What follows belongs to an exercise in optimizing a design on an open flow for small area; a production flow would make more cautious choices. In this exercise RTL edits were held to simulation tests only and were not proved equivalent to the original. Power figures rest on the tool's default switching activity, not on a simulated workload.

== run 1 ==
// Tetris
module Tetris(
    input wire clk,            
    input wire btn_left,       
    input wire btn_right,      
    input wire pause,          
    input wire btn_fast,       
    input wire btn_rotate,     
    input reset,               
    output reg [5:0] row,      
    output reg [5:0] col,      
    output reg [6:0] seg,      
    output reg game_over,      
    output reg LED,
    output LED_COM,
    output de1,
    output de2,
    output de3
);
    assign de1 = 1'b1;
    assign de2 = 1'b0;
    assign de3 = 1'b1;
    assign LED_COM = 1'b1;
    reg [9:0] div;
    wire tick = !pause && (&div[6:0]);
    wire rm = div[9];             
    always @(posedge clk)
        if (reset)       div <= 10'd64;
        else if (!pause) div <= div + 10'd1;
    reg [5:0] scan;
    wire [2:0] scan_row = scan[5:3];
    always @(posedge clk)
        if (reset) scan <= 6'd0;
        else       scan <= scan + 6'd1;
    reg [4:0] dr;              
    reg [2:0] dot_col;
    reg [1:0] count_1;
    reg [2:0] shape;
    reg k;
    reg [2:0] score;
    reg [35:0] st;             
    wire [5:0] state [5:0];
    genvar g;
    generate
        for (g = 0; g < 6; g = g + 1) begin : view
            assign state[g] = st[6*g +: 6];
        end
    endgenerate
    reg [5:0] col_q;
    reg [1:0] p0, p1;
    always @* begin
        case (shape)
        3'd1: begin p0 = k ? 2'b10 : 2'b01; p1 = 2'b11; end
        3'd2: begin p0 = k ? 2'b00 : 2'b01; p1 = k ? 2'b11 : 2'b01; end
        3'd3: begin p0 = k ? 2'b01 : 2'b00; p1 = k ? 2'b01 : 2'b11; end
        3'd4: begin p0 = 2'b11; p1 = k ? 2'b10 : 2'b01; end
        default: begin p0 = 2'b11; p1 = 2'b11; end
        endcase
    end
    wire [5:0] m0 = {4'b0, p0} << dot_col;
    wire [5:0] m1 = {4'b0, p1} << dot_col;
    wire [5:0] r1 = ({6{dr[0]}} & state[1]) | ({6{dr[1]}} & state[2]) | ({6{dr[2]}} & state[3]) |
                    ({6{dr[3]}} & state[4]) | ({6{dr[4]}} & state[5]);
  ...
Settings: LEC_CHECK=0, CAP_MARGIN=20, CORE_MARGIN=2, CORE_UTILIZATION=40, SLEW_MARGIN=20; clock period 10.0 ns.
standard.sh (not shown) runs the stock make flow with config.mk's settings and CLKGATE_MAP_FILE= SYNTH_SCRIPT=/design/flow/synth_recipe.tcl, a recipe that flattens the netlist after the stock synthesis.
==> flow/flow/run.sh <==
#!/bin/bash
# Standard ORFS layout, with three changes in how it is made:
#  - after the standard synthesis, the combinational logic is re-mapped
#    for area (registers untouched, see remap.sh);
#  - ports are buffered with buf_1;
#  - the clock tree uses clkbuf_8 and no dummy loads.
set -euo pipefail
export BUFFER_PORTS_ARGS="-buffer_cell sky130_fd_sc_hd__buf_1"
export CTS_ARGS="-sink_clustering_enable -repair_clock_nets -dont_use_dummy_load -buf_list sky130_fd_sc_hd__clkbuf_8"
R=orfs/results/sky130hd/Tetris/base
bash standard.sh synth > synth.log 2>&1
cp $R/1_2_yosys.v standard_netlist.v
bash flow/remap.sh $PWD/standard_netlist.v $PWD/remapped.v $PWD/remap.log > remap_stdout.log 2>&1
cp remapped.v $R/1_2_yosys.v
rm -f $R/1_synth.odb $R/1_synth.sdc
bash standard.sh > layout.log 2>&1
==> flow/flow/remap.abc <==
strash
dch
amap
strash
dch -f
amap
strash
dch -f
amap
==> flow/flow/remap.sh <==
#!/bin/bash
# Re-map the combinational logic of the standard synthesis netlist for
# area. Flip-flop cells are kept as black boxes, so every register keeps
# its instance name and cell type.
# usage: remap.sh NETLIST_IN NETLIST_OUT LOG
set -euo pipefail
HERE=$(cd "$(dirname "$0")" && pwd)
PLAT=$FLOW_HOME/platforms/sky130hd
LIB=$PLAT/lib/sky130_fd_sc_hd__tt_025C_1v80.lib
YOSYS=yosys
[ -x "$FLOW_HOME/../tools/install/yosys/bin/yosys" ] && YOSYS=$FLOW_HOME/../tools/install/yosys/bin/yosys
DU=$(sed -n '/^export DONT_USE_CELLS/,/^$/p' $PLAT/config.mk | grep -o 'sky130_fd_sc_hd__[a-z0-9_]*' | sed 's/^/-dont_use /' | tr '\n' ' ')
FFS=$(grep -o 'sky130_fd_sc_hd__[a-z0-9_]*' "$1" | sort -u | grep -E '__(e?dfx|dfr|dfs|dfb|sdf|edfx|dlx|dlr)' | tr '\n' ' ')
cat > remap.ys <<EOY
read_liberty -ignore_miss_func $LIB
blackbox $FFS
read_verilog $1
hierarchy -top Tetris
flatten
opt -purge
abc -liberty $LIB $DU -script $HERE/remap.abc
opt_clean -purge
hilomap -singleton -hicell sky130_fd_sc_hd__conb_1 HI -locell sky130_fd_sc_hd__conb_1 LO
insbuf -buf sky130_fd_sc_hd__buf_4 A X
splitnets
opt_clean -purge
rename -hide w:*.*
stat -liberty $LIB
write_verilog -noattr -noexpr -nohex -nodec -selected $2
EOY
$YOSYS -l "$3" -q remap.ys
The inputs of run 2 differ from those of run 1 as listed below.
==> flow/flow/run.sh <==
#!/bin/bash
# Standard ORFS layout with smaller port buffers and a clock tree
# built without dummy loads.
export BUFFER_PORTS_ARGS="-buffer_cell sky130_fd_sc_hd__buf_1"
export CTS_ARGS="-sink_clustering_enable -repair_clock_nets -dont_use_dummy_load"
bash standard.sh > standard.log 2>&1
removed: flow/flow/remap.abc
removed: flow/flow/remap.sh
## What came out
- Compared with run 1, run 2 shows portion of the clock cycle consumed by the worst path in the final layout lower by 11 points.
- Weighted congestion at the end of routability-driven global placement delta for run 2 relative to run 1: 0.64% higher
- Lower via count goes to run 1 over run 2.
Here is what was changed in the inputs of run 3 compared with run 2.
==> flow/run.sh (new file) <==
#!/bin/bash
# synth_recipe.tcl (not shown) runs the flow's synth.tcl, then flattens the netlist and writes it again
# the make line also repeats each setting of config.mk as NAME=value (left out here)
make -C /OpenROAD-flow-scripts/flow DESIGN_CONFIG=/design/flow/config.mk WORK_HOME=/design/flow/orfs CLKGATE_MAP_FILE= SYNTH_SCRIPT=/design/flow/synth_recipe.tcl finish
removed: flow/flow/run.sh
removed: flow/standard.sh
Notes after the runs:
- Diff run 2 -> run 3: worst setup slack lost 430 ps; number of clock-tree buffers in the layout up 2.
- Against run 2, run 3 comes in 92 ps higher on slew at the pin with the worst max-slew slack.


== job 6604 ==
Tetris, a different RTL version from the one above (not shown whole).
Size: roughly 530 cells after synthesis, roughly 32 I/O pins.
==> flow/config.mk <==
export PLATFORM = sky130hd
export DESIGN_NAME = Tetris
export DESIGN_NICKNAME = Tetris
export VERILOG_FILES = /design/flow/design.v
export SDC_FILE = /design/flow/constraint.sdc
export NUM_CORES = 4
export LEC_CHECK = 0
export CAP_MARGIN = 20
export CORE_MARGIN = 2
export CORE_UTILIZATION = 40
export SLEW_MARGIN = 20
==> flow/constraint.sdc <==
create_clock -name core_clock -period 10.0 [get_ports {clk}]
set_input_delay 2.0000 -clock core_clock [delete_from_list [all_inputs] [get_ports {clk}]]
set_output_delay 2.0000 -clock core_clock [all_outputs]
set_load 0.01 [all_outputs]
==> flow/flow/run.sh <==
#!/bin/bash
# Standard ORFS layout, with these changes in how it is made:
#  - after the standard synthesis, the combinational logic is re-mapped
#    for area (registers untouched, see remap.sh);
#  - the constant outputs share one tie cell (no tie fanout repair);
#  - ports are buffered with buf_1;
#  - the clock tree uses clkbuf_8 and no dummy loads.
set -euo pipefail
export BUFFER_PORTS_ARGS="-buffer_cell sky130_fd_sc_hd__buf_1"
export CTS_ARGS="-sink_clustering_enable -repair_clock_nets -dont_use_dummy_load -buf_list sky130_fd_sc_hd__clkbuf_8"
export SKIP_REPAIR_TIE_FANOUT=1
R=orfs/results/sky130hd/Tetris/base
bash standard.sh synth > synth.log 2>&1
cp $R/1_2_yosys.v standard_netlist.v
bash flow/remap.sh $PWD/standard_netlist.v $PWD/remapped.v $PWD/remap.log > remap_stdout.log 2>&1
cp remapped.v $R/1_2_yosys.v
rm -f $R/1_synth.odb $R/1_synth.sdc
bash standard.sh > layout.log 2>&1
==> flow/flow/one_tie.py <==
#!/usr/bin/env python3
"""Merge the tie-high and tie-low conb_1 cells of a netlist into one cell
(conb_1 has both a HI and a LO output). usage: one_tie.py IN.v OUT.v"""
import re, sys
src = open(sys.argv[1]).read()
pat = re.compile(r'  sky130_fd_sc_hd__conb_1 (\S+) \(\s*\.(HI|LO)\(([^)]*)\)\s*\);\n')
ties = list(pat.finditer(src))
hi = [m for m in ties if m.group(2) == 'HI']
lo = [m for m in ties if m.group(2) == 'LO']
if len(hi) == 1 and len(lo) == 1:
    merged = '  sky130_fd_sc_hd__conb_1 %s (\n    .HI(%s),\n    .LO(%s)\n  );\n' % (hi[0].group(1), hi[0].group(3), lo[0].group(3))
    out = src.replace(lo[0].group(0), '').replace(hi[0].group(0), merged)
    print('one_tie: merged %s and %s' % (hi[0].group(1), lo[0].group(1)))
else:
    out = src
    print('one_tie: %d HI and %d LO tie cells, left unchanged' % (len(hi), len(lo)))
open(sys.argv[2], 'w').write(out)
==> flow/flow/remap.sh <==
#!/bin/bash
set -euo pipefail
HERE=$(cd "$(dirname "$0")" && pwd)
IN=$1; OUT=$2; LOG=$3
PLAT=$FLOW_HOME/platforms/sky130hd
LIB=$PLAT/lib/sky130_fd_sc_hd__tt_025C_1v80.lib
YOSYS=yosys
[ -x "$FLOW_HOME/../tools/install/yosys/bin/yosys" ] && YOSYS=$FLOW_HOME/../tools/install/yosys/bin/yosys
DU=$(sed -n '/^export DONT_USE_CELLS/,/^$/p' $PLAT/config.mk | grep -o 'sky130_fd_sc_hd__[a-z0-9_]*' | sed 's/^/-dont_use /' | tr '\n' ' ')
FFS=$(grep -o 'sky130_fd_sc_hd__[a-z0-9_]*' "$IN" | sort -u | grep -E '__(e?dfx|dfr|dfs|dfb|sdf|edfx|dlx|dlr)' | tr '\n' ' ')
J=${NUM_CORES:-4}
mkdir -p remap_runs
: > "$LOG"

# one ABC run: remap_one SEED NETLIST_IN TAG
remap_one() {
  local S=$1 SRC=$2 TAG=$3
  printf '%s\n' strash '&get -n' "&deepsyn -T 30 -S $S" '&put' 'dch -f' 'amap -F 20 -A 40' > remap_runs/$TAG.abc
  cat > remap_runs/$TAG.ys <<EOY
read_liberty -ignore_miss_func $LIB
blackbox $FFS
read_verilog $SRC
hierarchy -top Tetris
flatten
opt -purge
abc -liberty $LIB $DU -script remap_runs/$TAG.abc
opt_clean -purge
hilomap -singleton -hicell sky130_fd_sc_hd__conb_1 HI -locell sky130_fd_sc_hd__conb_1 LO
insbuf -buf sky130_fd_sc_hd__buf_4 A X
splitnets
opt_clean -purge
rename -hide w:*.*
tee -o remap_runs/$TAG.stat stat -liberty $LIB
write_verilog -noattr -noexpr -nohex -nodec -selected remap_runs/$TAG.v
EOY
  $YOSYS -q -l remap_runs/$TAG.log remap_runs/$TAG.ys > /dev/null 2>&1 || true
}

area_of() { grep -h "Chip area" remap_runs/$1.stat 2>/dev/null | awk '{print $NF}' | tail -1; }

best_tag=""; best_area=""
pick_best() {
  for t in "$@"; do
    a=$(area_of $t)
    [ -z "$a" ] && continue
    echo "$t $a" >> "$LOG"
    if [ -z "$best_area" ] || awk "BEGIN{exit !($a < $best_area)}"; then best_area=$a; best_tag=$t; fi
  done
}

# round 1: seeds 1..8 from the standard netlist
tags=()
for S in 1 2 3 4 5 6 7 8; do
  remap_one $S "$IN" r1_s$S &
  tags+=(r1_s$S)
  while [ $(jobs -r | wc -l) -ge $J ]; do sleep 1; done
done
wait
pick_best "${tags[@]}"
[ -n "$best_tag" ] || { echo "no remap result" >> "$LOG"; exit 1; }
# rounds 2 and 3: four seeds each from the best netlist so far
for R in 2 3; do
  from=$best_tag
  tags=()
  for S in 1 2 3 4; do
    S2=$((R * 10 + S))
    remap_one $S2 "$PWD/remap_runs/$from.v" r${R}_s$S2 &
    tags+=(r${R}_s$S2)
    while [ $(jobs -r | wc -l) -ge $J ]; do sleep 1; done
  done
  wait
  pick_best "${tags[@]}"
done
echo "best $best_tag $best_area" >> "$LOG"
python3 "$HERE/one_tie.py" remap_runs/$best_tag.v "$OUT" >> "$LOG"
Job 6604 finished all stages; the layout is clean.
Input changes introduced in job 8539 (baseline for comparison: job 6604):
Settings: CORE_UTILIZATION: 40 -> 65; SLEW_MARGIN: 20 -> 0; CAP_MARGIN: 20 -> 0.
Results
Job 8539 vs. job 6604: placed instance count -8.8%; via count +191; number of stages on the worst setup path +1; post-route worst hold slack +0.012 ns.
diff inputs: job 8539 => job 3472
Settings: swapping 0 for 20 in SLEW_MARGIN; swapping 0 for 20 in CAP_MARGIN; swapping 65 for 40 in CORE_UTILIZATION.
--- a/flow/flow/run.sh
+++ b/flow/flow/run.sh
@@ -1,6 +1,5 @@
 #!/bin/bash
-# Standard ORFS layout, with these changes in how it is made:
+# Standard ORFS layout, with three changes in how it is made:
 #  - after the standard synthesis, the combinational logic is re-mapped
 #    for area (registers untouched, see remap.sh);
-#  - the constant outputs share one tie cell (no tie fanout repair);
 #  - ports are buffered with buf_1;
@@ -10,3 +9,2 @@
 export CTS_ARGS="-sink_clustering_enable -repair_clock_nets -dont_use_dummy_load -buf_list sky130_fd_sc_hd__clkbuf_8"
-export SKIP_REPAIR_TIE_FANOUT=1
 R=orfs/results/sky130hd/Tetris/base
--- a/flow/flow/remap.sh
+++ b/flow/flow/remap.sh
@@ -1,2 +1,8 @@
 #!/bin/bash
+# Re-map the combinational logic of the standard synthesis netlist for
+# area. Flip-flop cells are kept as black boxes, so every register keeps
+# its instance name and cell type. ABC's deepsyn is run with several
+# seeds (two rounds, the second starting from the first round's best);
+# the smallest netlist is kept.
+# usage: remap.sh NETLIST_IN NETLIST_OUT LOG
 set -euo pipefail
@@ -60,16 +66,13 @@
 [ -n "$best_tag" ] || { echo "no remap result" >> "$LOG"; exit 1; }
-# rounds 2 and 3: four seeds each from the best netlist so far
-for R in 2 3; do
-  from=$best_tag
-  tags=()
-  for S in 1 2 3 4; do
-    S2=$((R * 10 + S))
-    remap_one $S2 "$PWD/remap_runs/$from.v" r${R}_s$S2 &
-    tags+=(r${R}_s$S2)
-    while [ $(jobs -r | wc -l) -ge $J ]; do sleep 1; done
-  done
-  wait
-  pick_best "${tags[@]}"
+first=$best_tag
+# round 2: seeds 11..14 from round 1's best
+tags=()
+for S in 11 12 13 14; do
+  remap_one $S "$PWD/remap_runs/$first.v" r2_s$S &
+  tags+=(r2_s$S)
+  while [ $(jobs -r | wc -l) -ge $J ]; do sleep 1; done
 done
+wait
+pick_best "${tags[@]}"
 echo "best $best_tag $best_area" >> "$LOG"
-python3 "$HERE/one_tie.py" remap_runs/$best_tag.v "$OUT" >> "$LOG"
+cp remap_runs/$best_tag.v "$OUT"
removed: flow/flow/one_tie.py
## What came out
Side by side, arrival time of data at the critical path endpoint turned out higher in job 3472 than in job 8539. | total instance count after detailed placement | higher: job 3472 |. Comparing job 3472 with job 8539, the clock-cell share of area came out essentially unchanged. When job 3472 is set beside job 8539, its average cell area after synthesis turns out to be 0.097 um^2 smaller. On number of buffers inserted by hold repair at cts, job 8539 and job 3472 are basically level. A critical path launch point of shape[0]$_SDFFE_PP0P_ is what job 3472 shows, while pause belongs to job 8539.
Edits applied to the flow inputs when going from job 3472 to job 9892:
==> flow/flow/remap.abc (new file) <==
strash
&get -n
&deepsyn -T 60
&put
dch -f
amap -F 20 -A 40
==> flow/flow/remap.sh <==
#!/bin/bash
# Re-map the combinational logic of the standard synthesis netlist for
# area. Flip-flop cells are kept as black boxes, so every register keeps
# its instance name and cell type.
# usage: remap.sh NETLIST_IN NETLIST_OUT LOG
set -euo pipefail
HERE=$(cd "$(dirname "$0")" && pwd)
PLAT=$FLOW_HOME/platforms/sky130hd
LIB=$PLAT/lib/sky130_fd_sc_hd__tt_025C_1v80.lib
YOSYS=yosys
[ -x "$FLOW_HOME/../tools/install/yosys/bin/yosys" ] && YOSYS=$FLOW_HOME/../tools/install/yosys/bin/yosys
DU=$(sed -n '/^export DONT_USE_CELLS/,/^$/p' $PLAT/config.mk | grep -o 'sky130_fd_sc_hd__[a-z0-9_]*' | sed 's/^/-dont_use /' | tr '\n' ' ')
FFS=$(grep -o 'sky130_fd_sc_hd__[a-z0-9_]*' "$1" | sort -u | grep -E '__(e?dfx|dfr|dfs|dfb|sdf|edfx|dlx|dlr)' | tr '\n' ' ')
cat > remap.ys <<EOY
read_liberty -ignore_miss_func $LIB
blackbox $FFS
read_verilog $1
hierarchy -top Tetris
flatten
opt -purge
abc -liberty $LIB $DU -script $HERE/remap.abc
opt_clean -purge
hilomap -singleton -hicell sky130_fd_sc_hd__conb_1 HI -locell sky130_fd_sc_hd__conb_1 LO
insbuf -buf sky130_fd_sc_hd__buf_4 A X
splitnets
opt_clean -purge
rename -hide w:*.*
stat -liberty $LIB
write_verilog -noattr -noexpr -nohex -nodec -selected $2
EOY
$YOSYS -l "$3" -q remap.ys
==> comparison <==
On relative slew slack, job 3472 loses to job 9892. Compared with job 3472, job 9892 shows a lower power per unit of standard cell area. When the final numbers for job 9892 and job 3472 were put side by side, the net switching power figure turned out to be greater in job 3472. As far as number of nets still failing antenna checks after routing goes, job 9892 and job 3472 are indistinguishable; the numbers are identical. Sort job 9892 and job 3472 by post-route clock period utilization desc -> top: job 3472. Count of buffers not belonging to the clock network in the layout, job 9892 vs job 3472: up by a few percent. Compared with job 3472, job 9892 degrades floorplan die area.

## separate check: timing with driven ports
In the flow no input, the clock included, has a driving cell. The finished layouts below were timed again as built, in two steps.
Step 1, drivers: a clkbuf_16 drives clk and a buf_2 each remaining input, both assumed.
Step 2 times the ports against the registers' clock, not the clock port: input delays grow and output delays shrink by t, the midpoint of the rising clock arrivals with the driver on.
Three values: no drivers, after step 1, after step 2; two values: the first two.
run | shift t [ns] | setup slack, ns | worst register clock-pin slew, ns | pins driven straight from the clock port
run 1 | 0.389 | 4.465 / 4.480 / 4.092 | 0.08 / 0.08 | 1
run 2 | 0.386 | 5.562 / 5.585 / 5.199 | 0.06 / 0.06 | 1
run 3 | 0.383 | 5.128 / 5.144 / 4.762 | 0.06 / 0.06 | 1
job 6604 | 0.386 | 5.457 / 5.471 / 5.085 | 0.09 / 0.09 | 1
job 8539 | 0.381 | 5.612 / 5.623 / 5.242 | 0.08 / 0.08 | 1
job 3472 | 0.386 | 4.991 / 4.991 / 4.873 | 0.09 / 0.09 | 1
job 9892 | 0.397 | 5.553 / 5.567 / 5.170 | 0.08 / 0.08 | 1
After both steps setup and hold are still met in every run listed. The setup slack of job 9892, which loses most, moves by +0.014 ns with the drivers and by -0.383 ns with both steps.
